Background: an optimization exercise with open tools, aiming at small area and a short achievable clock period. Do not read the settings as production practice. At most, simulation tests tie the RTL to the original design; equivalence was not proved. The RTL of run 1 was laid out without a check of its function. Power is estimated from default activity; no workload was simulated.

==> flow/run.sh <==
#!/bin/bash
set -euo pipefail
cd "$(dirname "$0")/.."
bash standard.sh \
  "BUFFER_PORTS_ARGS=-buffer_cell sky130_fd_sc_hd__buf_1" \
  MATCH_CELL_FOOTPRINT=0 \
  SETUP_SLACK_MARGIN=6.4 \
  "CTS_ARGS=-sink_clustering_enable -repair_clock_nets -dont_use_dummy_load -sink_clustering_size 25 -sink_clustering_max_diameter 70" \
  finish > flow_make.log 2>&1
==> standard.sh <==
#!/bin/bash
# synth_recipe.tcl (not shown) runs the flow's synth.tcl, then flattens the netlist and writes it again
# the make line also repeats each setting of config.mk as NAME=value (left out here)
make -C /OpenROAD-flow-scripts/flow DESIGN_CONFIG=/design/flow/config.mk WORK_HOME=/design/flow/orfs CLKGATE_MAP_FILE= SYNTH_SCRIPT=/design/flow/synth_recipe.tcl "${@:-finish}"
==> config.mk <==
export PLATFORM = sky130hd
export DESIGN_NAME = topmodule
export DESIGN_NICKNAME = topmodule
export VERILOG_FILES = /design/flow/design.v
export SDC_FILE = /design/flow/constraint.sdc
export NUM_CORES = 8
export LEC_CHECK = 0
export CAP_MARGIN = 25
export CORE_MARGIN = 2
export CORE_UTILIZATION = 50
export PLACE_DENSITY = 0.7
export SLEW_MARGIN = 25
==> constraint.sdc <==
create_clock -name core_clock -period 10.0 [get_ports {clk}]
set_input_delay 2.0000 -clock core_clock [delete_from_list [all_inputs] [get_ports {clk}]]
set_output_delay 2.0000 -clock core_clock [all_outputs]
set_load 0.01 [all_outputs]
==> design.v <==
module topmodule (
	input clk, rst,
	output [31:0] PC_out, RD1, RD2,
	output wire [31:0] Inst,
	output REGWr,
	output [3:0] ALUCnt,
	output [31:0] ALUOutW, ReadDataW,
	input [31:0] InstrF,
	output [31:0] DataAdrM, WriteDataM,
	output MemWriteM,
	input [31:0] ReadDataM);
reg [31:0] pcF;                        
reg [31:0] instD;                      
reg [31:0] rd1E, rd2E, srcbE;          
reg [3:0]  alucE, condE, waE;          
reg [1:0]  flagwE;
reg        regwE, memwE, memtoregE, pcsE, blE;
reg [31:0] aluM, wdataM;               
reg [3:0]  waM;
reg        regwM, memwM, memtoregM, pcsM, blM;
reg [31:0] aluW, rdataW;               
reg        regwW, memtoregW, pcsW;
reg [3:0]  flagr;                      
reg        nzp, cvp;                   
reg        cM, vM;                     
reg [15:0] sel1, sel2;                 
reg [14:0] valid;                      
reg [4:0]  amtD, shamtD;               
reg [1:0]  shD;                        
reg        alusrcD;                    
wire [479:0] rf;                       
assign PC_out     = pcF;
assign Inst       = instD;
assign RD1        = rd1E;
assign RD2        = rd2E;
assign ALUCnt     = alucE;
assign DataAdrM   = aluM;
assign WriteDataM = wdataM;
assign MemWriteM  = memwM;
assign ALUOutW    = aluW;
assign ReadDataW  = rdataW;
assign REGWr      = regwW;
wire [31:0] pc4     = {pcF[31:2] + 30'd1, pcF[1:0]};
wire [31:0] resultW = memtoregW ? rdataW : aluW;
wire [31:0] pcnext  = pcsW ? resultW : pc4;
wire [31:0] instF = InstrF;
wire [14:0] wevec;
wire [14:0] vnext = valid | wevec;
wire        strF  = (instF[27:26] == 2'b01) & ~instF[20];
wire [3:0]  ra1F  = instF[19:16];
wire [3:0]  ra2F  = strF ? instF[15:12] : instF[3:0];
wire        bxF   = (instF[27:4] == 24'h12FFF1);
wire        dpF   = (instF[27:26] == 2'b00) & ~bxF;
wire [4:0]  shamtF = dpF ? instF[11:7] : 5'd0;
wire [1:0]  shF    = dpF ? instF[6:5]  : 2'd0;
always @(posedge clk) begin
	pcF     <= rst ? 32'd0 : pcnext;
	instD   <= rst ? 32'd0 : instF;
	sel1    <= rst ? 16'd0 : ((16'd1 << ra1F) & {1'b1, vnext});
	sel2    <= rst ? 16'd0 : ((16'd1 << ra2F) & {1'b1, vnext});
	valid   <= rst ? 15'd0 : vnext;
	shamtD  <= rst ? 5'd0 : shamtF;
	shD     <= rst ? 2'd0 : shF;
	amtD    <= rst ? 5'd0 : ((shF == 2'b00) ? (5'd0 - shamtF) : shamtF);
	alusrcD <= ~rst & (dpF ? instF[25] : (instF[27:26] == 2'b01) | (instF[27:26] == 2'b10));
end
wire [1:0] op    = instD[27:26];
wire [3:0] cmd   = instD[24:21];
wire       sbit  = instD[20];
wire [3:0] rn    = instD[19:16];
wire [3:0] rd    = instD[15:12];
wire [3:0] rm    = instD[3:0];
wire isBX  = (instD[27:4] == 24'h12FFF1);
wire isDP  = (op == 2'b00) & ~isBX;
wire isMem = (op == 2'b01);
wire isSTR = isMem & ~instD[20];
wire isLDR = isMem &  instD[20];
wire isBr  = (op == 2'b10);
wire isBL  = isBr & instD[24];
wire isCMP = (cmd == 4'b1010);
wire regwD = (isDP & ~isCMP) | isLDR | isBL;
wire pcsD  = ((rd == 4'd15) & regwD) | isBr | isBX;
reg [3:0] alucD;
reg [1:0] flagwD;
always @* begin
	if (isDP) begin
		case (cmd)
		4'b0100: begin alucD = 4'b0100; flagwD = sbit ? 2'b11 : 2'b00; end
		4'b0010: begin alucD = 4'b0010; flagwD = sbit ? 2'b11 : 2'b00; end
		4'b0000: begin alucD = 4'b0000; flagwD = sbit ? 2'b10 : 2'b00; end
		4'b1100: begin alucD = 4'b1100; flagwD = sbit ? 2'b10 : 2'b00; end
		4'b1101: begin alucD = 4'b1101; flagwD = sbit ? 2'b10 : 2'b00; end
		4'b1010: begin alucD = 4'b0010; flagwD = 2'b11; end
		default: begin alucD = 4'b1101; flagwD = 2'b00; end
		endcase
	end else begin
		alucD  = (isBr | isBX) ? 4'b1101 : 4'b0100;
		flagwD = 2'b00;
	end
end
genvar gi;
reg [31:0] rv1, rv2;
integer i;
always @* begin
	rv1 = {32{sel1[15]}} & pc4;
	rv2 = {32{sel2[15]}} & pc4;
	for (i = 0; i < 15; i = i + 1) begin
		rv1 = rv1 | ({32{sel1[i]}} & rf[i*32 +: 32]);
		rv2 = rv2 | ({32{sel2[i]}} & rf[i*32 +: 32]);
	end
end
reg [31:0] extimm;
always @* begin
	if (isMem)     extimm = {20'd0, instD[11:0]};
	else if (isBr) extimm = {{6{instD[23]}}, instD[23:0], 2'b00};
	else           extimm = {24'd0, instD[7:0]};
end
wire [31:0] srcb    = alusrcD ? extimm : rv2;
wire [31:0] srcx = srcb;
wire [4:0]  amt  = amtD;
wire [4:0]  shamt = shamtD;
wire [1:0]  sh   = shD;
wire        lsl  = (sh == 2'b00);
wire [31:0] r0   = amt[0] ? {srcx[0],    srcx[31:1]} : srcx;
wire [31:0] r1   = amt[1] ? {r0[1:0],   r0[31:2]}   : r0;
wire [31:0] r2   = amt[2] ? {r1[3:0],   r1[31:4]}   : r1;
wire [31:0] r3   = amt[3] ? {r2[7:0],   r2[31:8]}   : r2;
wire [31:0] r4   = amt[4] ? {r3[15:0],  r3[31:16]}  : r3;
wire [31:0] mr   = {32{1'b1}} >> shamt;    
wire [31:0] ml   = {32{1'b1}} << shamt;    
wire [31:0] keep = (sh == 2'b11) ? {32{1'b1}} : (lsl ? ml : mr);
wire        fill = (sh == 2'b10) & srcb[31];
wire [31:0] shifted = (r4 & keep) | ({32{fill}} & ~keep);
always @(posedge clk) begin
	rd1E  <= rst ? 32'd0 : rv1;
	rd2E  <= rst ? 32'd0 : rv2;
	srcbE <= shifted;
	waE   <= isBL ? 4'd14 : rd;
	blE   <= isBL;
	memtoregE <= isLDR;
	if (rst) begin
		alucE <= 4'd0; condE <= 4'd0; flagwE <= 2'd0;
		regwE <= 1'b0; memwE <= 1'b0; pcsE <= 1'b0;
	end else begin
		alucE <= alucD; condE <= instD[31:28]; flagwE <= flagwD;
		regwE <= regwD; memwE <= isSTR; pcsE <= pcsD;
	end
end
wire        isSub = alucE[1];
wire [31:0] bx    = srcbE ^ {32{isSub}};
wire [31:0] ag = rd1E & bx, ap = rd1E ^ bx;
reg  [31:0] G, P;
integer d, j, b;
always @* begin
	G = {ag[31:1], ag[0] | (ap[0] & isSub)};
	P = ap;
	for (d = 1; d < 32; d = d * 2)
		for (b = 0; b < 32; b = b + 1)
			if (b & d) begin
				j = (b & ~(d - 1)) - 1;        
				G[b] = G[b] | (P[b] & G[j]);
				P[b] = P[b] & P[j];
			end
end
wire [32:0] carry = {G, isSub};
wire [31:0] sum   = ap ^ carry[31:0];
wire opArith = ~alucE[3] & (alucE[2] | alucE[1]);
wire opOrr   = alucE[3] & ~alucE[0];
wire opMov   = alucE[3] &  alucE[0];
wire [31:0] aluout = opArith ? sum : ((ag & {32{~opMov}}) | (ap & {32{opOrr}}) | (bx & {32{opMov}}));
wire fC = isSub ? ~sum[31] : carry[32];
wire fV = (rd1E[31] == bx[31]) & (sum[31] != rd1E[31]);
wire [3:0] flags = {nzp ? aluM[31] : flagr[3],
                    nzp ? (aluM == 32'd0) : flagr[2],
                    cvp ? cM : flagr[1],
                    cvp ? vM : flagr[0]};
reg condex;
always @* begin
	case (condE)
	4'b0000: condex = flags[2];
	4'b0001: condex = ~flags[2];
	4'b0010: condex = flags[1];
	4'b0011: condex = ~flags[1];
	4'b0100: condex = flags[3];
	4'b0101: condex = ~flags[3];
	4'b0110: condex = flags[0];
	4'b0111: condex = ~flags[0];
	4'b1000: condex = ~flags[2] & flags[1];
	4'b1001: condex = flags[2] | ~flags[1];
	4'b1010: condex = ~(flags[3] ^ flags[0]);
	4'b1011: condex = flags[3] ^ flags[0];
	4'b1100: condex = ~flags[2] & ~(flags[3] ^ flags[0]);
	4'b1101: condex = flags[2] | (flags[3] ^ flags[0]);
	default: condex = 1'b1;
	endcase
end
always @(posedge clk) begin
	cM <= fC;
	vM <= fV;
	if (rst) begin
		flagr <= 4'd0; nzp <= 1'b0; cvp <= 1'b0;
	end else begin
		flagr <= flags;
		nzp   <= flagwE[1] & condex;
		cvp   <= flagwE[0] & condex;
	end
end
always @(posedge clk) begin
	wdataM    <= rd2E;
	waM       <= waE;
	blM       <= blE;
	memtoregM <= memtoregE;
	if (rst) begin
		aluM <= 32'd0; regwM <= 1'b0; memwM <= 1'b0; pcsM <= 1'b0;
	end else begin
		aluM  <= aluout;
		regwM <= regwE & condex;
		memwM <= memwE & condex;
		pcsM  <= pcsE & condex;
	end
end
wire [31:0] wd   = blM ? pcnext : (memtoregM ? ReadDataM : aluM);
generate
	for (gi = 0; gi < 15; gi = gi + 1) begin : g_rf
		wire wen = regwM & (waM == gi);
		assign wevec[gi] = wen;
		reg [31:0] r;
		always @(posedge clk)
			if (wen) r <= wd;
		assign rf[gi*32 +: 32] = r;
	end
endgenerate
always @(posedge clk) begin
	memtoregW <= memtoregM;
	if (rst) begin
		aluW <= 32'd0; rdataW <= 32'd0; regwW <= 1'b0; pcsW <= 1'b0;
	end else begin
		aluW <= aluM; rdataW <= ReadDataM; regwW <= regwM; pcsW <= pcsM;
	end
end
endmodule
==> impl_metrics.csv, run 1 <==
group,metric,value,unit
worst_setup_path,worstPathCellList,"ha_2 > and4_1 > nand4_1 > xnor2_1 > a2111o_1 > a32oi_2 > mux4_2 > a222oi_1 > mux2i_1 > a21oi_1",
drt,drtIter0Drc,5693,
global_routing,grt_pass1_wl,217000,um
cts,cts.reportedPaths.clkPinSlew,0.10,ns
synth,synth_flop_cell,"edfxtp_1",
synth,synth_top_area_cell,"edfxtp_1",
synth,synth.cell_area,0.0388,mm2
worst_setup_path,cp_data_arrival_time,4.28,ns
cts,cts_max_level,2,
pwr,combPwrFrac,0.096,
pwr,power.switching,1610,uW
pwr,power.share.sequential,0.603,
cts,clockBufferDepth,3,
worst_setup_path,cp_slowest_cell,"a2111o_1",
pwr,finalPower,6480,uW
floorplanning,die_area,0.0799,mm2
flow_run,maxCapViolCount,0,
pwr,p_clk_frac,0.300,
floorplanning,die_w,283,um
final_layout,largest_reg_flops,480,
synth,synth-async-reset-ratio,0,
sta,tightest_slew,1.06,ns
sta,finalSetupViolCount,0,
drt,route.detailed.drc,0,
global_routing,grt_start_max_net_pins,77,
worst_setup_path,crit_type,"register to register",
sta,fin_crit_sh,0.375,
drt,via_per_inst,7.05,
cts,cts_buffers,47,
drt,wl_per_cell,33.4,um
worst_setup_path,path_delay_family,"compound AO/OA/AOI/OAI gates",
sta,tns,0,ns
worst_setup_path,critPathBufInv,0,
sta,relSlewSlack,0.286,
synth,synth.top_cells.by_area,"edfxtp_1, dfxtp_1, a22oi_1",
synth,netlist_instances,3397,
synth,synth_top_area_share,0.371,
cts,cts_tree,"yes",
cts,clk_latency,0.65,ns
sta,fin_ws,6.25,ns
placed_design,post-place-ws,5.48,ns
floorplanning,die_y,283,um
cts,root_buffer,"clkbuf_16",
sta,max_freq,267,MHz
floorplanning,core_area,0.0771,mm2
pwr,power.leakage,0.0145,uW
global_routing,first_global_vias,30500,
global_routing,grt_usage,0.379,
synth,synth.distinct_cells,85,
final_layout,design_area,0.0434,mm2
synth,synth.most_common_cell,"edfxtp_1",
synth,synth_nets,3504,
synth,seq_area_frac_synth,0.571,
final_layout,syn2layout_area_growth,11.9,%
pwr,ir_drop,0.0919,mV
placed_design,place_inst,4605,
synth,synth_edf_count,480,
synth,netlist_top_cells_count,"edfxtp_1, dfxtp_1, a22oi_1",
worst_setup_path,cp_slowest_stage_delay,0.55,ns
drt,first_pass_iters,9,
outcome,outcome,"no timing/DRC/antenna violations",
placed_design,hpwl,101000,um
drt,vias,33100,
worst_setup_path,crit_fanout,5,
synth,synth_area_per_cell,11.4,um2
sta,timing.final.crit_period,3.75,ns
worst_hold_path,hold_class,"register to register",
global_routing,antenna_found_initial,5,
floorplanning,start_util,0.503,
floorplanning,rows,102,
placed_design,place_congestion,1.02,
drt,ant_nets,0,
pwr,p_int,4880,uW
worst_setup_path,critPathCaptureType,"register",
global_routing,grt.overflow.total,0,
cts,clock_sinks,866,
final_layout,stdcell_count,4697,
sta,rsz0062_at_grt,"yes",
drt,totalWireLength,157000,um
pwr,cellPowerDensity,149,mW/mm2
synth,yosys_warnings,1,
final_layout,regMostFlops,"g_rf.r",
final_layout,drive_above_1_share,0.108,
placed_design,port-buffer-count,327,
pwr,swShare,0.248,
worst_setup_path,crit_path_start_kind,"register",
sta,fin_skew,0.0986,ns
sta,drv_slew,0,
floorplanning,ios,328,
synth,ys_seq_elements,866,
final_layout,num-nets-final,3763,
cts,hold_buffers,0,
worst_setup_path,worst_ep_required_time,10.54,ns
placed_design,dpl_cell_area,0.0412,mm2
sta,hold_violations,0,
worst_setup_path,reg2reg_slack,6.25,ns
[cell families (layout without fill, tap and decap cells)]
kind of cell,count (synthesis),after routing,share of synthesized area
compound gates,1000,1000,0.187
other cells,0,3,0
flops,866,866,0.571
simple gates,955,955,0.127
xor+xnor,77,77,0.0174
fa+ha+maj,47,47,0.0157
mux,159,159,0.0531
buf+inv,293,550,0.0288
[path summary, 6_finish.rpt]
kind | from | to | depth (start not counted)
worst max-delay path | pcF[3] | srcbE[5] | 10
worst min-delay path | waE[0] | waM[0] | 0
worst max register to register | pcF[3] | srcbE[5] | 10
worst min register to register | waE[0] | waM[0] | 0
[routing by layer]
metal,wire (um),part of all wire,track usage,vias up
met1,53500,0.34,0.467,15800
met4,13500,0.086,0.259,2
met2,67100,0.43,0.566,2836
met3,23000,0.15,0.125,735
li1,-,-,-,13700
met5,13,0.000083,0,-
[metrics by stage]
step | hold slack, ns | utilization
6_report | 0.306 | 0.563
5_1_grt | 0.312 | 0.563
4_1_cts | 0.309 | 0.554
3_5_place_dp | 0.312 | 0.535
3_3_place_gp | 0.311 | 0.535
2_1_floorplan | 0.310 | -
[cell type report]
type / instances / area [um2]
fillers: 6575 / 33700
repair inverters: 1 / 5.00
multi-input cells: 2238 / 16200
flip-flops and latches: 866 / 22200
inverters: 45 / 179
diodes: 3 / 7.51
clock buffers: 47 / 1180
well taps: 1040 / 1300
repair buffers: 457 / 2320
[repair_timing]
action	CTS	global route
gates resized for setup	45	74
pin swaps	5	15
setup buffers	8	31
cloned	0	2
setup endpoints to repair	167	50
[power groups by stage]
stage | logic (uW) | registers (uW) | clock network [uW]
global placement | 572 | 3990 | 0
finish | 625 | 3910 | 1950
CTS | 585 | 3910 | 1950
global route | 652 | 3910 | 2060
floorplan | 356 | 3960 | 0
detailed placement | 580 | 3990 | 0
[placed cells by master, fill, tap and decap left out, types with 36 or more instances in the layout]
| cell | n |
|---|---|
| clkbuf_16 | 48 |
| nor2_1 | 214 |
| o21ai_0 | 84 |
| a222oi_1 | 57 |
| buf_4 | 116 |
| nand3_1 | 76 |
| o21a_1 | 45 |
| buf_1 | 322 |
| a211oi_1 | 67 |
| nand4_1 | 79 |
| a22oi_1 | 338 |
| dfxtp_1 | 364 |
| a221oi_1 | 36 |
| mux2i_1 | 96 |
| nand2_1 | 177 |
| nor3_1 | 48 |
| a21oi_1 | 112 |
| edfxtp_1 | 480 |
| nor2b_1 | 141 |
| inv_1 | 36 |
==> inputs of run 2 (changes only) <==
--- a/design.v
+++ b/design.v
@@ -29,3 +29,3 @@
 reg [1:0]  shD;                        
-reg        alusrcD;                    
+reg        alusrcD, subD;              
 wire [479:0] rf;                       
@@ -55,2 +55,3 @@
 wire [1:0]  shF    = dpF ? instF[6:5]  : 2'd0;
+wire        subF   = dpF & (instF[23:21] == 3'b010);    
 always @(posedge clk) begin
@@ -65,2 +66,3 @@
 	alusrcD <= ~rst & (dpF ? instF[25] : (instF[27:26] == 2'b01) | (instF[27:26] == 2'b10));
+	subD    <= ~rst & subF;
 end
@@ -118,3 +120,3 @@
 wire [31:0] srcb    = alusrcD ? extimm : rv2;
-wire [31:0] srcx = srcb;
+wire [31:0] srcx = srcb ^ {32{subD}};
 wire [4:0]  amt  = amtD;
@@ -131,3 +133,3 @@
 wire [31:0] keep = (sh == 2'b11) ? {32{1'b1}} : (lsl ? ml : mr);
-wire        fill = (sh == 2'b10) & srcb[31];
+wire        fill = ((sh == 2'b10) & srcb[31]) ^ subD;
 wire [31:0] shifted = (r4 & keep) | ({32{fill}} & ~keep);
@@ -149,3 +151,3 @@
 wire        isSub = alucE[1];
-wire [31:0] bx    = srcbE ^ {32{isSub}};
+wire [31:0] bx    = srcbE;                  
 wire [31:0] ag = rd1E & bx, ap = rd1E ^ bx;
--- a/config.mk
+++ b/config.mk
@@ -10,3 +10,2 @@
 export CORE_UTILIZATION = 50
-export PLACE_DENSITY = 0.7
 export SLEW_MARGIN = 25
==> impl_metrics.csv, run 2 <==
group,metric,value,unit
drt,via_per_inst,7.06,
global_routing,grt.overflow.total,0,
final_layout,fin_util,0.570,
global_routing,grt_start_max_net_pins,164,
placed_design,post-place-ws,5.76,ns
outcome,outcome,"no timing/DRC/antenna violations",
synth,synth_top_area_cell,"edfxtp_1",
floorplanning,die_w,283,um
worst_setup_path,crit_type,"register to register",
worst_setup_path,crit_fanout,5,
worst_setup_path,worst_ep_required_time,10.47,ns
synth,netlist_top_cells_count,"edfxtp_1, dfxtp_1, a22oi_1",
final_layout,final_cell_mix,"edfxtp_1, a22oi_1, dfxtp_1",
synth,netlist_instances,3456,
sta,tns,0,ns
floorplanning,start_util,0.503,
flow_run,maxCapViolCount,0,
synth,synth.cell_area,0.0389,mm2
sta,max_freq,277,MHz
global_routing,antenna_found_initial,10,
drt,route.detailed.drc,0,
drt,wl_per_cell,35.7,um
final_layout,layout_commonest_cell,"edfxtp_1",
sta,hold_violations,0,
final_layout,regMostFlops,"g_rf.r",
cts,cts_buffers,53,
synth,synth-async-reset-ratio,0,
placed_design,dpl_cell_area,0.0413,mm2
final_layout,largest_reg_flops,480,
global_routing,grt.busiest_layer,"met2",
cts,clk_latency,0.68,ns
final_layout,num-nets-final,3844,
final_layout,stdcell_count,4775,
final_layout,design_area,0.0441,mm2
cts,root_buffer,"clkbuf_16",
drt,totalWireLength,171000,um
drt,ant_nets,0,
worst_setup_path,crit_path_start_kind,"register",
floorplanning,core_area,0.0773,mm2
synth,synth_top_area_share,0.370,
global_routing,grtUsageMet1,0.542,
pwr,power.leakage,0.0149,uW
sta,fin_skew,0.0980,ns
pwr,ir_drop,0.164,mV
sta,rsz0062_at_grt,"yes",
sta,timing.final.crit_period,3.61,ns
final_layout,drive_above_1_share,0.119,
synth,synth_area_per_cell,11.3,um2
floorplanning,die_area,0.0801,mm2
synth,synth_edf_count,480,
final_layout,syn2layout_area_growth,13.3,%
global_routing,first_global_vias,31700,
sta,finalSetupViolCount,0,
drt,vias,33700,
global_routing,use_met3,0.0965,
synth,yosys_warnings,1,
synth,synth.distinct_cells,86,
placed_design,place_inst,4655,
sta,fin_ws,6.39,ns
worst_setup_path,critPathCaptureType,"register",
worst_setup_path,cp_data_arrival_time,4.08,ns
sta,fin_crit_sh,0.361,
global_routing,grt_util_met2,0.612,
floorplanning,rows,102,
drt,drtIter0Drc,5381,
synth,ys_seq_elements,867,
global_routing,grt_usage,0.405,
pwr,cellPowerDensity,150,mW/mm2
floorplanning,die_y,283,um
synth,synth_flop_cell,"edfxtp_1",
cts,cts_max_level,2,
worst_hold_path,hold_class,"register to register",
synth,synth.most_common_cell,"edfxtp_1",
placed_design,hpwl,109000,um
cts,clock_sinks,867,
floorplanning,ios,328,
synth,seq_area_frac_synth,0.569,
cts,clockBufferDepth,3,
cts,cts_tree,"yes",
synth,synth.top_cells.by_area,"edfxtp_1, dfxtp_1, a22oi_1",
sta,drv_slew,0,
global_routing,grt_pass1_wl,234000,um
sta,tightest_slew,1.23,ns
synth,synth_nets,3564,
cts,cts.reportedPaths.clkPinSlew,0.10,ns
drt,first_pass_iters,7,
sta,relSlewSlack,0.179,
placed_design,port-buffer-count,327,
placed_design,place_congestion,1.02,
-- run 2: cell type report --
type,instances,area (um2)
antenna,1,2.50
timing repair buffer,477,2590
multi-input combinational,2299,16500
fill,6702,33200
sequential,867,22300
tap,1040,1300
inverter,38,150
clock buffer,53,1330
-- run 2: critical path, stage by stage (launching register included) --
cell     delay, ns
dfxtp_4       0.38
ha_4          0.16
nand4_4       0.15
or4_4         0.57
or4_4         0.54
a31oi_4       0.24
o31ai_4       0.09
xnor2_2       0.19
o211a_1       0.28
mux2_4        0.28
mux2_4        0.28
mux2i_1       0.15
mux2i_1       0.11
-- run 2: stage by stage --
step                power, uW  hold slack [ns]
floorplan                4320            0.310
global placement         4560            0.313
detailed placement       4570            0.314
CTS                      6600            0.327
global route             6790            0.339
finish                   6620            0.321
-- run 2: layer usage --
layer  up-vias  routed length (um)
met5         -                  47
met4         6               11200
met3       625               21700
met2      2773               73900
met1     16400               63700
li1      13900                   -
-- run 2: where the power goes --
| group | total [uW] | switching (uW) | internal, uW |
|---|---|---|---|
| sequential | 3920 | 87.4 | 3830 |
| clock | 2090 | 1160 | 935 |
| combinational | 613 | 406 | 206 |
-- run 2: kinds of logic (layout without fill, tap and decap cells) --
kind of cell,Yosys count,count (layout),share of synthesized area
AO/OA/AOI/OAI,1000,1000,0.185
buffers and inverters,293,568,0.0293
multiplexers,173,173,0.0508
XOR/XNOR,91,91,0.0205
other,0,1,0
AND/OR/NAND/NOR,982,985,0.129
adder cells (fa/ha/maj),50,50,0.0167
flip-flops,867,867,0.569
-- run 2: repair_timing --
action	4_1_cts	5_1_grt
pin swaps	14	37
hold buffers	0	0
gates cloned	2	5
endpoints found under the setup margin	56	46
setup buffers	24	35
gates resized for setup	102	128
-- run 2: worst paths after layout --
kind           start  slack (ns)   endpoint  depth (start not counted)
max           pcF[2]        6.39  srcbE[19]                         12
min          rd2E[7]        0.32  wdataM[7]                          0
max reg2reg   pcF[2]        6.39  srcbE[19]                         12
min reg2reg  rd2E[7]        0.32  wdataM[7]                          0
==> inputs of run 3 (changes only) <==
--- a/design.v
+++ b/design.v
@@ -27,5 +27,5 @@
 reg [14:0] valid;                      
-reg [4:0]  amtD, shamtD;               
+reg [4:0]  amtD;                       
 reg [1:0]  shD;                        
-reg        alusrcD, subD;              
+reg        alusrcD;                    
 wire [479:0] rf;                       
@@ -55,3 +55,2 @@
 wire [1:0]  shF    = dpF ? instF[6:5]  : 2'd0;
-wire        subF   = dpF & (instF[23:21] == 3'b010);    
 always @(posedge clk) begin
@@ -62,3 +61,2 @@
 	valid   <= rst ? 15'd0 : vnext;
-	shamtD  <= rst ? 5'd0 : shamtF;
 	shD     <= rst ? 2'd0 : shF;
@@ -66,3 +64,2 @@
 	alusrcD <= ~rst & (dpF ? instF[25] : (instF[27:26] == 2'b01) | (instF[27:26] == 2'b10));
-	subD    <= ~rst & subF;
 end
@@ -120,5 +117,4 @@
 wire [31:0] srcb    = alusrcD ? extimm : rv2;
-wire [31:0] srcx = srcb ^ {32{subD}};
+wire [31:0] srcx = srcb;
 wire [4:0]  amt  = amtD;
-wire [4:0]  shamt = shamtD;
 wire [1:0]  sh   = shD;
@@ -130,6 +126,5 @@
 wire [31:0] r4   = amt[4] ? {r3[15:0],  r3[31:16]}  : r3;
-wire [31:0] mr   = {32{1'b1}} >> shamt;    
-wire [31:0] ml   = {32{1'b1}} << shamt;    
-wire [31:0] keep = (sh == 2'b11) ? {32{1'b1}} : (lsl ? ml : mr);
-wire        fill = ((sh == 2'b10) & srcb[31]) ^ subD;
+wire [31:0] mr   = {32{1'b1}} >> amt;
+wire [31:0] keep = (sh == 2'b11) ? {32{1'b1}} : (lsl ? (~mr | {32{amt == 5'd0}}) : mr);
+wire        fill = (sh == 2'b10) & srcb[31];
 wire [31:0] shifted = (r4 & keep) | ({32{fill}} & ~keep);
@@ -151,3 +146,3 @@
 wire        isSub = alucE[1];
-wire [31:0] bx    = srcbE;                  
+wire [31:0] bx    = srcbE ^ {32{isSub}};
 wire [31:0] ag = rd1E & bx, ap = rd1E ^ bx;
--- a/config.mk
+++ b/config.mk
@@ -10,2 +10,3 @@
 export CORE_UTILIZATION = 50
+export PLACE_DENSITY = 0.7
 export SLEW_MARGIN = 25
==> impl_metrics.csv, run 3 <==
group,metric,value,unit
outcome,outcome,"no timing/DRC/antenna violations",
final_layout,final_cell_mix,"edfxtp_1, dfxtp_1, a22oi_1",
worst_setup_path,crit_path_start_kind,"register",
sta,drv_slew,0,
worst_setup_path,crit_fanout,32,
floorplanning,rows,101,
floorplanning,core_area,0.0761,mm2
global_routing,grt_util_met2,0.567,
drt,drtIter0Drc,5628,
final_layout,num-nets-final,3760,
cts,clockBufferDepth,3,
global_routing,use_met3,0.130,
synth,synth.distinct_cells,90,
drt,via_per_inst,7.08,
sta,tightest_slew,1.22,ns
drt,totalWireLength,157000,um
pwr,finalPower,6500,uW
worst_setup_path,worst_ep_required_time,10.47,ns
sta,fin_crit_sh,0.372,
synth,netlist_top_cells_count,"edfxtp_1, dfxtp_1, a22oi_1",
cts,clock_sinks,862,
synth,synth.top_cells.by_area,"edfxtp_1, dfxtp_1, a22oi_1",
placed_design,hpwl,101000,um
sta,relSlewSlack,0.181,
synth,synth_flop_cell,"edfxtp_1",
placed_design,place_congestion,1.07,
drt,first_pass_iters,10,
cts,cts_tree,"yes",
synth,synth_top_area_cell,"edfxtp_1",
sta,timing.final.crit_period,3.72,ns
final_layout,largest_reg_flops,480,
cts,cts.reportedPaths.clkPinSlew,0.09,ns
sta,hold_slack,0.316,ns
synth,netlist_instances,3405,
final_layout,regArea,0.0221,mm2
final_layout,drive_above_1_share,0.0909,
floorplanning,start_util,0.506,
sta,tns,0,ns
synth,synth-async-reset-ratio,0,
global_routing,antenna_found_initial,7,
synth,ys_seq_elements,862,
sta,finalSetupViolCount,0,
final_layout,regMostFlops,"g_rf.r",
pwr,cellPowerDensity,152,mW/mm2
sta,rsz0062_at_grt,"yes",
synth,synth_edf_count,480,
flow_run,maxCapViolCount,0,
final_layout,syn2layout_area_growth,11.0,%
synth,synth_area_per_cell,11.3,um2
floorplanning,die_w,281,um
sta,fin_skew,0.0988,ns
synth,synth_nets,3512,
worst_hold_path,hold_class,"register to register",
global_routing,grt.busiest_layer,"met2",
sta,max_freq,269,MHz
drt,ant_nets,0,
synth,synth_top_area_share,0.375,
worst_setup_path,critPathCaptureType,"register",
global_routing,grtUsageMet1,0.485,
cts,root_buffer,"clkbuf_16",
placed_design,port-buffer-count,327,
cts,cts_max_level,2,
final_layout,multi_input_area,0.0159,mm2
floorplanning,die_y,281,um
synth,yosys_warnings,1,
global_routing,first_global_vias,30300,
drt,vias,33200,
synth,seq_area_frac_synth,0.573,
drt,route.detailed.drc,0,
global_routing,grt.overflow.total,0,
pwr,power.leakage,0.0146,uW
floorplanning,ios,328,
cts,clk_latency,0.66,ns
pwr,ir_drop,0.108,mV
worst_setup_path,crit_type,"register to register",
sta,hold_violations,0,
synth,synth.most_common_cell,"edfxtp_1",
final_layout,layout_commonest_cell,"edfxtp_1",
final_layout,fillCellCount,6452,
global_routing,grt_usage,0.382,
synth,synth.cell_area,0.0385,mm2
cts,hold_buffers,0,
placed_design,dpl_cell_area,0.0410,mm2
cts,cts_buffers,46,
global_routing,grt_pass1_wl,218000,um
worst_setup_path,cp_data_arrival_time,4.20,ns
final_layout,design_area,0.0427,mm2
drt,wl_per_cell,33.4,um
floorplanning,die_area,0.0792,mm2
global_routing,grt_start_max_net_pins,86,
==> run 3: cell count changes in the layout (fill, tap and decap cells not counted), sizes merged, moves of 9 or more <==
| cell | change |
|---|---|
| a22o | +13 |
| nand3 | -10 |
| buf | -26 |
| a211oi | -13 |
| xnor2 | -30 |
| mux2i | -36 |
| a22oi | -13 |
| o221ai | +9 |
| nand4 | -17 |
| a21oi | +15 |
| xor2 | +37 |
| clkbuf | -16 |
| o21ai | -22 |
==> run 3: worst paths after layout <==
| check | from | end | slack, ns | cells past startpoint |
|---|---|---|---|---|
| worst max register to register | sel2[5] | srcbE[21] | 6.28 | 11 |
| worst max-delay path | sel2[5] | srcbE[21] | 6.28 | 11 |
| worst min register to register | waE[0] | waM[0] | 0.32 | 0 |
| worst min-delay path | waE[0] | waM[0] | 0.32 | 0 |
==> run 3: through the flow <==
| stage | utilization | std cells | setup slack, ns |
|---|---|---|---|
| finish | 0.562 | 4684 | 6.28 |
| global route | 0.562 | 4681 | 6.29 |
| CTS | 0.557 | 4675 | 6.37 |
| detailed placement | 0.538 | 4616 | 5.47 |
| global placement | 0.538 | 4616 | 5.47 |
| floorplan | - | 3405 | 6.51 |
==> run 3: logic make-up (layout without fill, tap and decap cells) <==
group,after synthesis,in the layout,share of synthesized area
DFF,862,862,0.573
muxes,125,125,0.0363
and+or+nand+nor,967,967,0.130
AOI/OAI and AO/OA,1033,1033,0.196
buffers and inverters,279,525,0.0280
other,0,3,0
adders and majority gates,41,41,0.0143
xor gates and xnor gates,98,98,0.0223
==> run 3: report_power, final <==
| group | internal (uW) | total (uW) | switching [uW] |
|---|---|---|---|
| sequential | 3820 | 3890 | 68.9 |
| clock | 819 | 1930 | 1110 |
| combinational | 210 | 676 | 466 |
==> run 3: timing repair <==
item / CTS / global route
resized for setup: 35 / 63
setup buffers: 13 / 6
setup endpoints to repair: 154 / 44
pin swaps: 6 / 6
==> run 3: final cells by class <==
class | instances | area share
repair buffers | 442 | 0.0509
clock buffers | 46 | 0.0269
flip-flops and latches | 862 | 0.517
diodes | 3 | 0.000176
multi-input cells | 2264 | 0.372
well taps | 1030 | 0.0302
inverters | 37 | 0.00334
==> run 3: worst max-delay path, stage by stage, from the launching register on <==
cell and delay, ns:
dfxtp_1 0.31, buf_4 0.32, a222oi_1 0.45, nand3_1 0.18, o31ai_2 0.51, nand3_2 0.33, o21ai_2 0.33, mux2i_1 0.19
mux2i_1 0.35, mux2i_1 0.19, a211oi_1 0.25, a21oi_1 0.07
==> run 3: per-layer routing <==
layer / vias to the layer above / routed length, um
li1: 13700 / -
met1: 15800 / 54600
met2: 2986 / 66300
met3: 728 / 23900
met4: 0 / 11800
met5: - / 0
==> inputs of run 4 (changes only) <==
==> flow/run.sh (replaced) <==
#!/bin/bash
set -euo pipefail
cd "$(dirname "$0")/.."
bash standard.sh \
  "BUFFER_PORTS_ARGS=-buffer_cell sky130_fd_sc_hd__buf_1" \
  MATCH_CELL_FOOTPRINT=0 \
  SETUP_SLACK_MARGIN=6.4 \
  "CTS_ARGS=-sink_clustering_enable -repair_clock_nets -dont_use_dummy_load -sink_clustering_size 15 -sink_clustering_max_diameter 50 -buf_list sky130_fd_sc_hd__clkbuf_8" \
  finish > flow_make.log 2>&1
==> impl_metrics.csv, run 4 <==
group,metric,value,unit
worst_setup_path,crit_type,"register to register",
worst_setup_path,critPathCaptureType,"register",
global_routing,antenna_found_initial,7,
sta,fin_skew,0.112,ns
worst_setup_path,worstPathCellList,"buf_4 > a222oi_1 > nand3_1 > nor2_1 > a31oi_1 > mux2i_2 > nor2_1 > or3_1 > o21ai_2 > nor2_1 > or3_1",
sta,fin_crit_sh,0.362,
final_layout,largest_reg_flops,480,
pwr,ir_drop,0.107,mV
worst_setup_path,reg2reg_depth,11,
final_layout,regMostFlops,"g_rf.r",
floorplanning,die_y,281,um
final_layout,multi_input_area,0.0159,mm2
global_routing,grt_pass1_wl,218000,um
flow_run,maxCapViolCount,0,
synth,netlist_top_cells_count,"edfxtp_1, dfxtp_1, a22oi_1",
synth,synth_flop_cell,"edfxtp_1",
sta,rsz0062_at_grt,"yes",
worst_setup_path,cp_slowest_stage_delay,0.50,ns
cts,hold_buffers,0,
sta,drv_slew,0,
worst_setup_path,crit_path_start_kind,"register",
pwr,swShare,0.260,
floorplanning,core_area,0.0761,mm2
final_layout,layout_commonest_cell,"edfxtp_1",
pwr,cellPowerDensity,152,mW/mm2
sta,timing.final.crit_period,3.62,ns
worst_setup_path,worst_r2r_endpoint,"srcbE[7]",
worst_hold_path,min_from,"waE[3]",
drt,vias,33200,
sta,tns,0,ns
final_layout,drive_above_1_share,0.102,
synth,netlist_instances,3405,
synth,synth_area_per_cell,11.3,um2
pwr,finalPower,6490,uW
final_layout,regArea,0.0221,mm2
drt,via_per_inst,7.02,
worst_setup_path,reg2reg_slack,6.38,ns
cts,cts_buffers,86,
pwr,combPwrFrac,0.105,
global_routing,grt.overflow.total,0,
final_layout,fillCellCount,6469,
worst_hold_path,hold_end,"waM[3]",
worst_setup_path,cp_slowest_cell,"nor2_1",
floorplanning,die_area,0.0792,mm2
placed_design,place_congestion,1.07,
cts,clock_sinks,862,
worst_setup_path,r2r_start,"sel2[3]",
worst_setup_path,worst_ep_required_time,10.56,ns
synth,synth_top_area_share,0.375,
pwr,p_clk_frac,0.295,
floorplanning,die_w,281,um
worst_setup_path,crit_fanout,32,
global_routing,first_global_vias,30500,
drt,drtIter0Drc,5354,
final_layout,syn2layout_area_growth,11.2,%
sta,relSlewSlack,0.245,
pwr,power.leakage,0.0147,uW
global_routing,grt_start_max_net_pins,86,
pwr,power.switching,1690,uW
synth,synth.most_common_cell,"edfxtp_1",
placed_design,place_inst,4616,
final_layout,fin_util,0.563,
worst_setup_path,critPathLaunch,"sel2[3]",
worst_setup_path,cp_data_arrival_time,4.18,ns
sta,tightest_slew,1.13,ns
placed_design,port-buffer-count,327,
cts,clockBufferDepth,3,
outcome,outcome,"no timing/DRC/antenna violations",
sta,hold_slack,0.314,ns
synth,synth-async-reset-ratio,0,
synth,synth.distinct_cells,90,
drt,totalWireLength,157000,um
worst_hold_path,hold_class,"register to register",
floorplanning,ios,328,
worst_setup_path,crit_top_cell,"nor2_1",
synth,ys_seq_elements,862,
drt,route.detailed.drc,0,
synth,seq_area_frac_synth,0.573,
sta,hold_violations,0,
synth,synth_edf_count,480,
worst_hold_path,hold_path_depth,0,
drt,first_pass_iters,9,
drt,ant_nets,0,
floorplanning,rows,101,
drt,wl_per_cell,33.1,um
placed_design,hpwl,101000,um
pwr,power.share.sequential,0.600,
cts,cts_max_level,3,
pwr,p_int,4800,uW
sta,finalSetupViolCount,0,
cts,cts.reportedPaths.clkPinSlew,0.10,ns
synth,synth_nets,3512,
final_layout,final_cell_mix,"edfxtp_1, dfxtp_1, a22oi_1",
cts,root_buffer,"clkbuf_8",
synth,synth_top_area_cell,"edfxtp_1",
final_layout,stdcell_count,4732,
floorplanning,start_util,0.506,
synth,synth.cell_area,0.0385,mm2
final_layout,num-nets-final,3804,
synth,synth.top_cells.by_area,"edfxtp_1, dfxtp_1, a22oi_1",
synth,yosys_warnings,1,
cts,cts_tree,"yes",
global_routing,grt_usage,0.383,
sta,max_freq,276,MHz
cts,clk_latency,0.76,ns
-- run 4: worst max path at each step --
stage / slack, ns / cells after the start / end
4_1_cts: 6.32 / 11 / srcbE[22]
2_1_floorplan: 6.51 / 13 / cM
6_report: 6.38 / 11 / srcbE[7]
3_5_place_dp: 5.47 / 4 / aluM[30]
5_1_grt: 6.37 / 12 / srcbE[21]
3_3_place_gp: 5.47 / 4 / aluM[30]
-- run 4: cell type report --
cell class,instances,area share
flip-flops and latches,862,0.516
multi-input cells,2264,0.371
repair buffers,446,0.0516
well taps,1030,0.0301
clock buffers,86,0.0277
inverters,37,0.00333
diodes,7,0.000409
-- run 4: logic make-up (layout without fill, tap and decap cells) --
| logic type | Yosys count | in the layout | synth area share |
|---|---|---|---|
| compound gates | 1033 | 1033 | 0.196 |
| simple gates | 967 | 967 | 0.130 |
| xor+xnor | 98 | 98 | 0.0223 |
| other cells | 0 | 7 | 0 |
| fa+ha+maj | 41 | 41 | 0.0143 |
| flops | 862 | 862 | 0.573 |
| mux | 125 | 125 | 0.0363 |
| buf+inv | 279 | 569 | 0.0280 |
-- run 4: power by group through the flow --
stage                     clock (uW)  combinational (uW)  sequential (uW)
final                           1920                 679             3890
after global placement             0                 634             3970
after global routing            2030                 712             3900
after floorplan                    0                 387             3950
after detailed placement           0                 638             3970
after CTS                       1910                 644             3890
-- run 4: stage by stage --
step	setup slack (ns)	area [um2]
floorplan	6.51	38500
global placement	5.47	40900
detailed placement	5.47	41000
CTS	6.32	42400
global route	6.37	42800
finish	6.38	42800
-- run 4: repair_timing --
item	in CTS	in global routing
buffers inserted	11	11
gates resized for setup	38	62
pin swaps	5	8
endpoints found under the setup margin	151	140
-- run 4: routing by layer --
layer | track usage | up-vias | routed length [um]
met3 | 0.137 | 705 | 23600
met4 | 0.235 | 2 | 11600
met2 | 0.565 | 2899 | 66400
met1 | 0.481 | 15800 | 54900
li1 | - | 13800 | -
met5 | 0 | - | 22
-- run 4: critical path, delay by kind of cell (launching register included) --
kind	cells	cell delay, ns
AND/OR/NAND/NOR	6	1.57
AO/OA/AOI/OAI	3	0.90
multiplexers	1	0.33
flip-flops	1	0.31
buffers and inverters	1	0.31
==> inputs of run 5 (changes only) <==
--- a/config.mk
+++ b/config.mk
@@ -9,4 +9,4 @@
 export CORE_MARGIN = 2
-export CORE_UTILIZATION = 50
-export PLACE_DENSITY = 0.7
+export CORE_UTILIZATION = 55
+export PLACE_DENSITY = 0.75
 export SLEW_MARGIN = 25
==> impl_metrics.csv, run 5 <==
group,metric,value,unit
drt,drtIter0Drc,6159,
placed_design,dpl_cell_area,0.0408,mm2
cts,cts_max_level,3,
worst_hold_path,hold_class,"register to register",
cts,cts_tree,"yes",
cts,cts_buffers,86,
sta,rsz0062_at_grt,"yes",
sta,hold_slack,0.299,ns
drt,wl_per_cell,33.3,um
synth,synth_xor_area_frac,0.0223,
synth,synth.top_cells.by_area,"edfxtp_1, dfxtp_1, a22oi_1",
cts,clk_latency,0.76,ns
synth,synth.distinct_cells,90,
sta,timing.final.crit_period,3.64,ns
floorplanning,ios,328,
pwr,ir_drop,0.0851,mV
pwr,cellPowerDensity,152,mW/mm2
cts,hold_buffers,0,
global_routing,grt_pass1_wl,214000,um
sta,fin_crit_sh,0.364,
synth,synth.cell_area,0.0385,mm2
final_layout,design_area,0.0428,mm2
worst_setup_path,worst_ep_required_time,10.67,ns
floorplanning,start_util,0.558,
final_layout,fillCellCount,5571,
drt,via_per_inst,7.21,
placed_design,hpwl,97700,um
cts,clock_sinks,862,
worst_setup_path,cp_slowest_stage_delay,0.53,ns
synth,synth.most_common_cell,"edfxtp_1",
sta,max_freq,275,MHz
final_layout,layout_commonest_cell,"edfxtp_1",
sta,hold_violations,0,
final_layout,num-nets-final,3805,
drt,ant_nets,0,
global_routing,antenna_found_initial,8,
flow_run,maxCapViolCount,0,
floorplanning,rows,96,
drt,totalWireLength,154000,um
floorplanning,die_area,0.0721,mm2
worst_setup_path,critPathCaptureType,"register",
worst_setup_path,cp_data_arrival_time,4.31,ns
synth,synth_mux_area_frac,0.0363,
worst_setup_path,cp_slowest_cell,"buf_4",
synth,synth_top_family_by_area,"compound AO/OA/AOI/OAI gates",
synth,synth_area_per_cell,11.3,um2
cts,clockBufferDepth,3,
global_routing,grt_usage,0.413,
synth,synth_edf_count,480,
synth,seq_area_frac_synth,0.573,
worst_setup_path,crit_fanout,47,
sta,tightest_slew,1.18,ns
final_layout,drive_above_1_share,0.102,
final_layout,regMostFlops,"g_rf.r",
sta,tns,0,ns
pwr,finalPower,6490,uW
synth,yosys_warnings,1,
worst_setup_path,crit_type,"register to register",
worst_setup_path,worstPathCellList,"buf_4 > inv_1 > nor4_1 > nand4_1 > nand3_1 > mux2i_1 > o211ai_1 > mux2i_2 > or3_1 > o31ai_1 > a211o_1",
placed_design,place_congestion,1.03,
cts,cts.reportedPaths.clkPinSlew,0.09,ns
synth,netlist_top_cells_count,"edfxtp_1, dfxtp_1, a22oi_1",
sta,finalSetupViolCount,0,
drt,vias,33400,
worst_setup_path,critPathBufInv,2,
outcome,outcome,"no timing/DRC/antenna violations",
synth,synth_compound_area_frac,0.196,
synth,synth_top_area_cell,"edfxtp_1",
cts,root_buffer,"clkbuf_8",
placed_design,port-buffer-count,327,
synth,synth_nets,3512,
final_layout,syn2layout_area_growth,11.1,%
drt,first_pass_iters,12,
floorplanning,core_area,0.0689,mm2
global_routing,grt.overflow.total,0,
synth,ys_seq_elements,862,
worst_setup_path,crit_path_start_kind,"register",
synth,netlist_instances,3405,
synth,yosys.area_share.simple,0.130,
synth,synthAdderAreaFrac,0.0143,
sta,drv_slew,0,
sta,relSlewSlack,0.210,
drt,route.detailed.drc,0,
worst_setup_path,path_delay_family,"simple AND/OR/NAND/NOR gates",
final_layout,largest_reg_flops,480,
global_routing,grt_start_max_net_pins,149,
sta,fin_skew,0.107,ns
global_routing,first_global_vias,30700,
pwr,power.leakage,0.0147,uW
synth,synth-async-reset-ratio,0,
floorplanning,die_y,269,um
synth,synth_top_area_share,0.375,
final_layout,final_cell_mix,"edfxtp_1, dfxtp_1, a22oi_1",
floorplanning,die_w,269,um
synth,synth_flop_cell,"edfxtp_1",
## run 5: cell counts after synthesis
Identical to the previous run, type by type.
## run 5: final cells by class
type                       instances  area (um2)  share of cell area
sequential                       862       22100               0.516
tap                              931        1160              0.0272
inverter                          37         143             0.00334
multi-input combinational       2264       15900               0.372
clock buffer                      86        1180              0.0277
antenna                            8        20.0            0.000468
timing repair buffer             447        2270              0.0531
## run 5: repair_timing
item / CTS / global route
pin swaps: 5 / 9
setup endpoints to repair: 141 / 60
setup buffers: 10 / 12
gates cloned: 0 / 2
hold endpoints to repair: 0 / 0
resized for setup: 48 / 55
## run 5: per-layer routing
| layer | wire length [um] | GRT usage | part of all wire | vias up |
|---|---|---|---|---|
| li1 | - | - | - | 13800 |
| met2 | 65000 | 0.598 | 0.42 | 3133 |
| met4 | 12000 | 0.275 | 0.078 | 2 |
| met5 | 106 | 0 | 0.00069 | - |
| met1 | 52000 | 0.515 | 0.34 | 15800 |
| met3 | 25300 | 0.159 | 0.16 | 753 |
## run 5: power breakdown
part | switching (uW) | internal [uW] | leakage [uW] | total [uW]
Sequential | 71.8 | 3830 | 0.00754 | 3900
Combinational | 467 | 214 | 0.00655 | 681
Clock | 1150 | 763 | 0.000618 | 1910
## run 5: path summary, 6_finish.rpt
check | from | endpoint | slack [ns] | cells past startpoint
worst max-delay path | sel2[15] | srcbE[9] | 6.36 | 11
worst min-delay path | waE[2] | waM[2] | 0.30 | 0
worst max register to register | sel2[15] | srcbE[9] | 6.36 | 11
worst min register to register | waE[2] | waM[2] | 0.30 | 0
## run 5: logic make-up after synthesis
family / after synthesis
AOI/OAI and AO/OA: 1033
and+or+nand+nor: 967
DFF: 862
buffers and inverters: 279
muxes: 125
xor gates and xnor gates: 98
adders and majority gates: 41
## run 5: through the flow
stage / util / std cells / worst slack (ns)
after detailed placement: 0.592 / 4517 / 5.53
after CTS: 0.614 / 4613 / 6.39
after global routing: 0.620 / 4628 / 6.33
after floorplan: - / 3405 / 6.51
final: 0.620 / 4635 / 6.36
after global placement: 0.591 / 4514 / 5.53
==> inputs of run 6 (changes only) <==
--- a/flow/run.sh
+++ b/flow/run.sh
@@ -6,3 +6,3 @@
   MATCH_CELL_FOOTPRINT=0 \
-  SETUP_SLACK_MARGIN=6.4 \
+  SETUP_SLACK_MARGIN=6.55 \
   "CTS_ARGS=-sink_clustering_enable -repair_clock_nets -dont_use_dummy_load -sink_clustering_size 15 -sink_clustering_max_diameter 50 -buf_list sky130_fd_sc_hd__clkbuf_8" \
--- a/config.mk
+++ b/config.mk
@@ -9,4 +9,4 @@
 export CORE_MARGIN = 2
-export CORE_UTILIZATION = 55
-export PLACE_DENSITY = 0.75
+export CORE_UTILIZATION = 50
+export PLACE_DENSITY = 0.7
 export SLEW_MARGIN = 25
==> impl_metrics.csv, run 6 <==
group,metric,value,unit
floorplanning,ios,328,
drt,drtIter0Drc,5715,
worst_hold_path,hold_class,"register to register",
sta,fin_skew,0.115,ns
synth,synth_top_area_cell,"edfxtp_1",
global_routing,grt_start_max_net_pins,86,
worst_hold_path,hold_end,"waM[3]",
global_routing,grt_usage,0.387,
worst_setup_path,worst_r2r_endpoint,"srcbE[24]",
sta,fin_crit_sh,0.352,
worst_setup_path,crit_fanout,32,
drt,ant_nets,0,
final_layout,drive_above_1_share,0.129,
cts,cts.reportedPaths.clkPinSlew,0.10,ns
sta,hold_violations,0,
worst_hold_path,min_from,"waE[3]",
global_routing,antenna_found_initial,5,
flow_run,maxCapViolCount,0,
cts,cts_tree,"yes",
drt,wl_per_cell,33.3,um
worst_setup_path,cp_data_arrival_time,4.09,ns
synth,synth.distinct_cells,90,
cts,root_buffer,"clkbuf_8",
worst_setup_path,critPathCaptureType,"register",
pwr,cellPowerDensity,150,mW/mm2
floorplanning,die_area,0.0792,mm2
global_routing,grt_pass1_wl,220000,um
synth,ys_seq_elements,862,
placed_design,hpwl,101000,um
synth,seq_area_frac_synth,0.573,
pwr,combPwrFrac,0.108,
synth,synth_edf_count,480,
placed_design,port-buffer-count,327,
pwr,power.share.sequential,0.598,
synth,synth_nets,3512,
pwr,p_int,4810,uW
synth,synth.top_cells.by_area,"edfxtp_1, dfxtp_1, a22oi_1",
sta,relSlewSlack,0.280,
synth,synth.most_common_cell,"edfxtp_1",
cts,clk_latency,0.78,ns
synth,netlist_top_cells_count,"edfxtp_1, dfxtp_1, a22oi_1",
placed_design,post-place-ws,5.47,ns
worst_setup_path,crit_type,"register to register",
synth,synth_top_area_share,0.375,
sta,tightest_slew,1.07,ns
outcome,outcome,"no timing/DRC/antenna violations",
worst_setup_path,reg2reg_slack,6.48,ns
synth,synth_flop_cell,"edfxtp_1",
floorplanning,start_util,0.506,
synth,synth.cell_area,0.0385,mm2
floorplanning,core_area,0.0761,mm2
sta,fin_ws,6.48,ns
sta,hold_slack,0.317,ns
drt,via_per_inst,7.05,
floorplanning,rows,101,
pwr,ir_drop,0.107,mV
global_routing,grt.overflow.total,0,
worst_setup_path,crit_path_start_kind,"register",
cts,clock_sinks,862,
sta,drv_slew,0,
sta,timing.final.crit_period,3.52,ns
pwr,p_clk_frac,0.294,
drt,vias,33600,
worst_setup_path,worst_ep_required_time,10.58,ns
synth,netlist_instances,3405,
synth,yosys_warnings,1,
final_layout,final_cell_mix,"edfxtp_1, a22oi_1, dfxtp_1",
final_layout,largest_reg_flops,480,
final_layout,layout_commonest_cell,"edfxtp_1",
worst_hold_path,hold_path_depth,0,
sta,tns,0,ns
floorplanning,die_y,281,um
pwr,swShare,0.261,
worst_setup_path,r2r_start,"sel2[3]",
cts,clockBufferDepth,3,
pwr,power.leakage,0.0150,uW
drt,first_pass_iters,8,
synth,synth-async-reset-ratio,0,
drt,route.detailed.drc,0,
placed_design,place_congestion,1.07,
pwr,power.switching,1700,uW
floorplanning,die_w,281,um
cts,cts_buffers,86,
sta,finalSetupViolCount,0,
sta,max_freq,284,MHz
worst_setup_path,reg2reg_depth,11,
sta,rsz0062_at_grt,"yes",
cts,cts_max_level,3,
final_layout,regMostFlops,"g_rf.r",
final_layout,syn2layout_area_growth,13.2,%
drt,totalWireLength,159000,um
synth,synth_area_per_cell,11.3,um2
global_routing,first_global_vias,30800,
final_layout,num-nets-final,3831,
## run 6: cell counts after synthesis
No cell type changed its count.
## run 6: through the flow
stage | cells | util | instance area [um2] | power [uW]
floorplan | 3405 | - | 38500 | 4340
global placement | 4616 | 0.538 | 40900 | 4600
detailed placement | 4616 | 0.538 | 41000 | 4610
CTS | 4732 | 0.563 | 42800 | 6460
global route | 4753 | 0.572 | 43500 | 6670
finish | 4757 | 0.573 | 43600 | 6510
## run 6: routing by layer
metal / vias up / track usage / wire [um]
met1: 15900 / 0.485 / 55200
met3: 765 / 0.133 / 24000
li1: 13800 / - / -
met2: 3087 / 0.573 / 67000
met4: 4 / 0.244 / 12300
met5: - / 0 / 120
## run 6: layout make-up
type | count | area [um2]
Tap cell | 1030 | 1290
Clock buffer | 86 | 1180
Timing Repair Buffer | 473 | 2640
Sequential cell | 862 | 22100
Inverter | 37 | 143
Multi-Input combinational cell | 2264 | 16200
Fill cell | 6379 | 32500
Antenna cell | 5 | 12.5
## run 6: worst max-delay path, stage by stage, from the launching register on
cell	delay, ns
dfxtp_1	0.32
buf_4	0.56
a22oi_1	0.22
nand2_1	0.25
nor4_2	0.09
o2bb2ai_1	0.45
mux2i_4	0.17
buf_4	0.17
mux4_2	0.54
o32ai_1	0.14
nor3_1	0.09
a211oi_1	0.34
## run 6: worst max path at each step
stage,endpoint,from,cells past startpoint,slack (ns)
6_report,srcbE[24],sel2[3],11,6.48
5_1_grt,srcbE[2],sel2[10],12,6.51
4_1_cts,srcbE[9],sel2[10],11,6.44
3_5_place_dp,aluM[30],rst,4,5.47
3_3_place_gp,aluM[30],rst,4,5.47
2_1_floorplan,cM,alucE[1],13,6.51
## run 6: kinds of logic (layout without fill, tap and decap cells)
logic type                 Yosys count  after routing  synth area share
and+or+nand+nor                    967            967             0.130
DFF                                862            862             0.573
xor gates and xnor gates            98             98            0.0223
AOI/OAI and AO/OA                 1033           1033             0.196
buffers and inverters              279            596            0.0280
other                                0              5                 0
adders and majority gates           41             41            0.0143
muxes                              125            125            0.0363
## run 6: power by group through the flow
| stage | Sequential, uW | Combinational (uW) | Clock [uW] |
|---|---|---|---|
| finish | 3900 | 705 | 1910 |
| global route | 3900 | 737 | 2030 |
| CTS | 3890 | 658 | 1910 |
| detailed placement | 3970 | 638 | 0 |
| global placement | 3970 | 634 | 0 |
| floorplan | 3950 | 387 | 0 |
## run 6: what timing repair did
action                     CTS  global route
gates cloned                 4             1
setup endpoints to repair  238           119
gates resized for setup    118           101
pin swaps                    9            28
hold buffers                 0             0
setup buffers               26            18
==> inputs of run 7 (changes only) <==
--- a/config.mk
+++ b/config.mk
@@ -10,2 +10,3 @@
 export CORE_UTILIZATION = 50
+export GPL_ROUTABILITY_DRIVEN = 0
 export PLACE_DENSITY = 0.7
==> impl_metrics.csv, run 7 <==
group,metric,value,unit
final_layout,fillCellCount,6390,
placed_design,port-buffer-count,327,
floorplanning,die_y,281,um
global_routing,grt.overflow.total,0,
final_layout,drive_above_1_share,0.124,
cts,cts.reportedPaths.clkPinSlew,0.09,ns
sta,drv_slew,0,
pwr,cellPowerDensity,150,mW/mm2
sta,timing.final.crit_period,3.49,ns
worst_setup_path,crit_path_start_kind,"register",
final_layout,num-nets-final,3822,
worst_setup_path,worst_ep_required_time,8.00,ns
drt,via_per_inst,7.16,
floorplanning,ios,328,
cts,hold_buffers,0,
synth,yosys_warnings,1,
synth,netlist_top_cells_count,"edfxtp_1, dfxtp_1, a22oi_1",
global_routing,antenna_found_initial,9,
worst_setup_path,cp_data_arrival_time,1.49,ns
sta,max_freq,287,MHz
cts,cts_tree,"yes",
final_layout,regMostFlops,"g_rf.r",
pwr,power.leakage,0.0149,uW
global_routing,grt_pass1_wl,219000,um
sta,fin_skew,0.103,ns
final_layout,syn2layout_area_growth,12.3,%
global_routing,grt_usage,0.385,
synth,synth.cell_area,0.0385,mm2
cts,clk_latency,0.77,ns
pwr,ir_drop,0.108,mV
worst_setup_path,worstPathCellList,"clkbuf_4",
worst_setup_path,cp_slowest_stage_delay,0.50,ns
synth,ys_seq_elements,862,
synth,synth.distinct_cells,90,
synth,seq_area_frac_synth,0.573,
cts,cts_buffers,85,
worst_hold_path,hold_class,"register to register",
placed_design,hpwl,98100,um
floorplanning,die_w,281,um
final_layout,stdcell_count,4746,
drt,drtIter0Drc,7028,
worst_setup_path,crit_fanout,2,
cts,clock_sinks,862,
synth,synth.top_cells.by_area,"edfxtp_1, dfxtp_1, a22oi_1",
synth,synth_nets,3512,
cts,clockBufferDepth,3,
sta,tns,0,ns
worst_setup_path,critPathBufInv,1,
global_routing,first_global_vias,31700,
pwr,finalPower,6500,uW
worst_setup_path,path_delay_family,"flip-flops",
synth,synth_area_per_cell,11.3,um2
synth,synth.most_common_cell,"edfxtp_1",
cts,cts_max_level,3,
sta,fin_ws,6.51,ns
floorplanning,die_area,0.0792,mm2
final_layout,layout_commonest_cell,"edfxtp_1",
flow_run,maxCapViolCount,0,
drt,route.detailed.drc,0,
synth,synth_flop_cell,"edfxtp_1",
floorplanning,start_util,0.506,
floorplanning,core_area,0.0761,mm2
cts,root_buffer,"clkbuf_8",
synth,synth_top_area_cell,"edfxtp_1",
sta,fin_crit_sh,0.349,
outcome,outcome,"no timing/DRC/antenna violations",
worst_setup_path,cp_slowest_cell,"dfxtp_1",
drt,vias,34000,
final_layout,largest_reg_flops,480,
worst_setup_path,crit_type,"register to primary output",
sta,relSlewSlack,0.177,
sta,hold_violations,0,
synth,netlist_instances,3405,
synth,synth-async-reset-ratio,0,
drt,first_pass_iters,12,
sta,rsz0062_at_grt,"yes",
drt,totalWireLength,158000,um
sta,finalSetupViolCount,0,
worst_setup_path,critPathCaptureType,"primary output",
drt,ant_nets,0,
global_routing,grt_start_max_net_pins,84,
synth,synth_edf_count,480,
floorplanning,rows,101,
sta,tightest_slew,1.23,ns
placed_design,place_inst,4616,
drt,wl_per_cell,33.3,um
placed_design,post-place-ws,5.93,ns
synth,synth_top_area_share,0.375,
final_layout,final_cell_mix,"edfxtp_1, a22oi_1, dfxtp_1",
-- run 7: report_power, final --
group          internal, uW  switching, uW  total [uW]
clock                   755           1160        1910
combinational           220            471         691
sequential             3820           73.4        3900
total                  4800           1700        6500
-- run 7: worst paths after layout --
check | start | endpoint | slack [ns] | depth (start not counted)
worst max-delay path | rd2E[7] | RD2[7] | 6.51 | 1
worst min-delay path | memtoregE | memtoregM | 0.32 | 0
worst max register to register | sel2[5] | srcbE[7] | 6.53 | 11
worst min register to register | memtoregE | memtoregM | 0.32 | 0
-- run 7: what timing repair did --
item,in CTS,in global routing
pin swaps,8,17
cloned,3,1
setup endpoints to repair,191,67
buffers inserted,23,15
resized for setup,108,93
-- run 7: logic make-up after synthesis --
logic type / share of synthesized area
AOI/OAI and AO/OA: 0.196
xor gates and xnor gates: 0.0223
adders and majority gates: 0.0143
buffers and inverters: 0.0280
DFF: 0.573
muxes: 0.0363
and+or+nand+nor: 0.130
-- run 7: per-layer routing --
metal,track usage,part of all wire,vias up
met3,0.153,0.16,860
met2,0.561,0.42,3323
met5,0,0.0011,-
met4,0.273,0.082,10
met1,0.465,0.33,16000
li1,-,-,13800
-- run 7: through the flow --
step,hold WS [ns],instance area [um2],utilization
2_1_floorplan,0.310,38500,-
3_3_place_gp,0.310,40900,0.538
3_5_place_dp,0.314,40900,0.538
4_1_cts,0.320,42700,0.561
5_1_grt,0.326,43200,0.568
6_report,0.321,43200,0.568
-- run 7: area by class of cell --
cell class,count,area [um2],area share
Tap cell,1030,1290,0.0298
Multi-Input combinational cell,2264,16000,0.369
Sequential cell,862,22200,0.513
Timing Repair Buffer,465,2480,0.0575
Clock buffer,85,1170,0.0271
Inverter,37,139,0.00321
Antenna cell,3,7.51,0.000174
-- run 7: worst register-to-register path, delay by kind of cell (launching register included) --
kind | cells | cell delay, ns
compound gates | 6 | 1.81
flops | 1 | 0.30
simple gates | 4 | 0.94
buf+inv | 1 | 0.33
==> inputs of run 8 (changes only) <==
--- a/flow/run.sh
+++ b/flow/run.sh
@@ -6,3 +6,3 @@
   MATCH_CELL_FOOTPRINT=0 \
-  SETUP_SLACK_MARGIN=6.55 \
+  SETUP_SLACK_MARGIN=6.62 \
   "CTS_ARGS=-sink_clustering_enable -repair_clock_nets -dont_use_dummy_load -sink_clustering_size 15 -sink_clustering_max_diameter 50 -buf_list sky130_fd_sc_hd__clkbuf_8" \
==> impl_metrics.csv, run 8 <==
group,metric,value,unit
synth,ys_seq_elements,862,
floorplanning,core_area,0.0761,mm2
synth,synth-async-reset-ratio,0,
worst_hold_path,hold_class,"register to register",
drt,drtIter0Drc,7072,
final_layout,layout_commonest_cell,"edfxtp_1",
synth,synth.cell_area,0.0385,mm2
worst_setup_path,crit_type,"register to register",
final_layout,drive_above_1_share,0.147,
pwr,ir_drop,0.0832,mV
drt,totalWireLength,158000,um
global_routing,grt_usage,0.383,
placed_design,dpl_cell_area,0.0409,mm2
final_layout,syn2layout_area_growth,13.8,%
worst_setup_path,crit_path_start_kind,"register",
pwr,power.leakage,0.0151,uW
sta,tns,0,ns
synth,synth_edf_count,480,
synth,synth_area_per_cell,11.3,um2
drt,first_pass_iters,20,
synth,yosys_warnings,1,
synth,netlist_top_cells_count,"edfxtp_1, dfxtp_1, a22oi_1",
worst_setup_path,critPathCaptureType,"register",
floorplanning,ios,328,
final_layout,num-nets-final,3839,
worst_setup_path,cp_data_arrival_time,4.28,ns
final_layout,multi_input_area,0.0162,mm2
synth,synth_top_area_cell,"edfxtp_1",
floorplanning,start_util,0.506,
drt,route.detailed.drc,0,
drt,via_per_inst,7.14,
synth,synth_top_area_share,0.375,
synth,seq_area_frac_synth,0.573,
cts,cts_max_level,3,
floorplanning,die_w,281,um
sta,fin_crit_sh,0.358,
final_layout,regMostFlops,"g_rf.r",
floorplanning,rows,101,
global_routing,antenna_found_initial,6,
sta,relSlewSlack,0.186,
flow_run,maxCapViolCount,0,
placed_design,port-buffer-count,327,
global_routing,grt_start_max_net_pins,152,
synth,netlist_instances,3405,
placed_design,hpwl,99500,um
synth,synth.top_cells.by_area,"edfxtp_1, dfxtp_1, a22oi_1",
cts,cts.reportedPaths.clkPinSlew,0.10,ns
cts,clock_sinks,862,
worst_setup_path,crit_fanout,19,
final_layout,fin_util,0.576,
synth,synth_flop_cell,"edfxtp_1",
final_layout,stdcell_count,4764,
final_layout,final_cell_mix,"edfxtp_1, a22oi_1, buf_1",
cts,cts_tree,"yes",
placed_design,place_inst,4615,
sta,rsz0062_at_grt,"yes",
global_routing,grt.overflow.total,0,
sta,drv_slew,0,
final_layout,fillCellCount,6289,
cts,clk_latency,0.74,ns
sta,finalSetupViolCount,0,
global_routing,use_met3,0.150,
cts,cts_buffers,82,
pwr,cellPowerDensity,148,mW/mm2
final_layout,design_area,0.0438,mm2
sta,max_freq,279,MHz
outcome,outcome,"no timing/DRC/antenna violations",
final_layout,regArea,0.0223,mm2
drt,wl_per_cell,33.2,um
synth,synth.distinct_cells,90,
synth,synth_nets,3512,
sta,hold_violations,0,
sta,fin_skew,0.0791,ns
sta,timing.final.crit_period,3.58,ns
global_routing,grt_util_met2,0.562,
floorplanning,die_y,281,um
global_routing,first_global_vias,31400,
synth,synth.most_common_cell,"edfxtp_1",
global_routing,grt.busiest_layer,"met2",
floorplanning,die_area,0.0792,mm2
sta,tightest_slew,1.22,ns
drt,vias,34000,
drt,ant_nets,0,
worst_setup_path,worst_ep_required_time,10.69,ns
global_routing,grt_pass1_wl,218000,um
cts,hold_buffers,0,
global_routing,grtUsageMet1,0.459,
cts,clockBufferDepth,3,
final_layout,largest_reg_flops,480,
cts,root_buffer,"clkbuf_8",
[run 8: cell counts after synthesis]
Identical to the previous run, type by type.
[run 8: path summary, 6_finish.rpt]
| kind | startpoint | endpoint | slack (ns) | cells past startpoint |
|---|---|---|---|---|
| setup / recovery | alusrcD | srcbE[9] | 6.42 | 11 |
| hold / removal | blE | blM | 0.31 | 0 |
| setup reg to reg | alusrcD | srcbE[9] | 6.42 | 11 |
| hold reg to reg | blE | blM | 0.31 | 0 |
[run 8: metal layers]
layer | routed length, um | part of all wire
met1 | 52000 | 0.33
met2 | 65700 | 0.42
met3 | 26000 | 0.16
met4 | 14100 | 0.089
met5 | 338 | 0.0021
[run 8: cells by family (layout without fill, tap and decap cells)]
kind of cell,Yosys count,count (layout),synth area share
AO/OA/AOI/OAI,1033,1033,0.196
AND/OR/NAND/NOR,967,968,0.130
flip-flops,862,862,0.573
buffers and inverters,279,603,0.0280
multiplexers,125,125,0.0363
XOR/XNOR,98,98,0.0223
adder cells (fa/ha/maj),41,41,0.0143
other,0,4,0
[run 8: cell type report]
| type | instances | area share |
|---|---|---|
| well taps | 1030 | 0.0294 |
| diodes | 4 | 0.000229 |
| multi-input cells | 2265 | 0.370 |
| repair buffers | 484 | 0.0632 |
| inverters | 37 | 0.00326 |
| clock buffers | 82 | 0.0258 |
| flip-flops and latches | 862 | 0.508 |
[run 8: power by group]
| group | internal (uW) | total [uW] | switching [uW] | leakage (uW) |
|---|---|---|---|---|
| Sequential | 3820 | 3910 | 87.2 | 0.00758 |
| Combinational | 231 | 695 | 465 | 0.00694 |
| Clock | 729 | 1880 | 1150 | 0.000590 |
[run 8: stage by stage]
stage	setup WS, ns	total power (uW)	hold WS [ns]
after floorplan	6.59	4340	0.310
after global placement	5.89	4590	0.311
after detailed placement	5.72	4600	0.312
after CTS	6.52	6400	0.305
after global routing	6.27	6640	0.309
final	6.42	6480	0.305
[run 8: critical path, cell delays in order, from the launching register on]
cell        delay (ns)
dfxtp_2           0.43
buf_12            0.21
clkinvlp_4        0.17
nor2_2            0.64
nand2_1           0.48
nor2_1            0.33
a221oi_2          0.06
a22oi_1           0.37
mux2i_2           0.21
or3_1             0.41
o31ai_1           0.09
a211o_1           0.13
[run 8: timing repair]
action,4_1_cts,5_1_grt
cloned,4,4
setup endpoints to repair,217,99
pin swaps,10,37
setup buffers,18,37
resized for setup,165,143

separate check: timing with driven ports:
Ports are ideal in the flow. The routed layouts listed here were re-timed in OpenROAD.
Step 1 assumes that a clkbuf_16 drives the clock port and a buf_2 every other input.
Step 2 times the ports against the registers' clock, not the clock port: input delays grow and output delays shrink by t, the midpoint of the rising clock arrivals with the driver on.
Three values: ideal, step 1, step 2; two values: the first two.
run	t, ns	slack for setup (ns)
run 1	0.674	6.254 / 6.254 / 5.924
run 2	0.701	6.387 / 6.387 / 5.858
run 3	0.679	6.278 / 6.278 / 5.939
run 4	0.774	6.377 / 6.345 / 5.853
run 5	0.757	6.363 / 6.342 / 5.858
run 6	0.781	6.483 / 6.470 / 6.030
run 7	0.779	6.515 / 6.451 / 5.933
run 8	0.766	6.418 / 6.418 / 6.133
After both steps setup and hold are still met in every run listed.
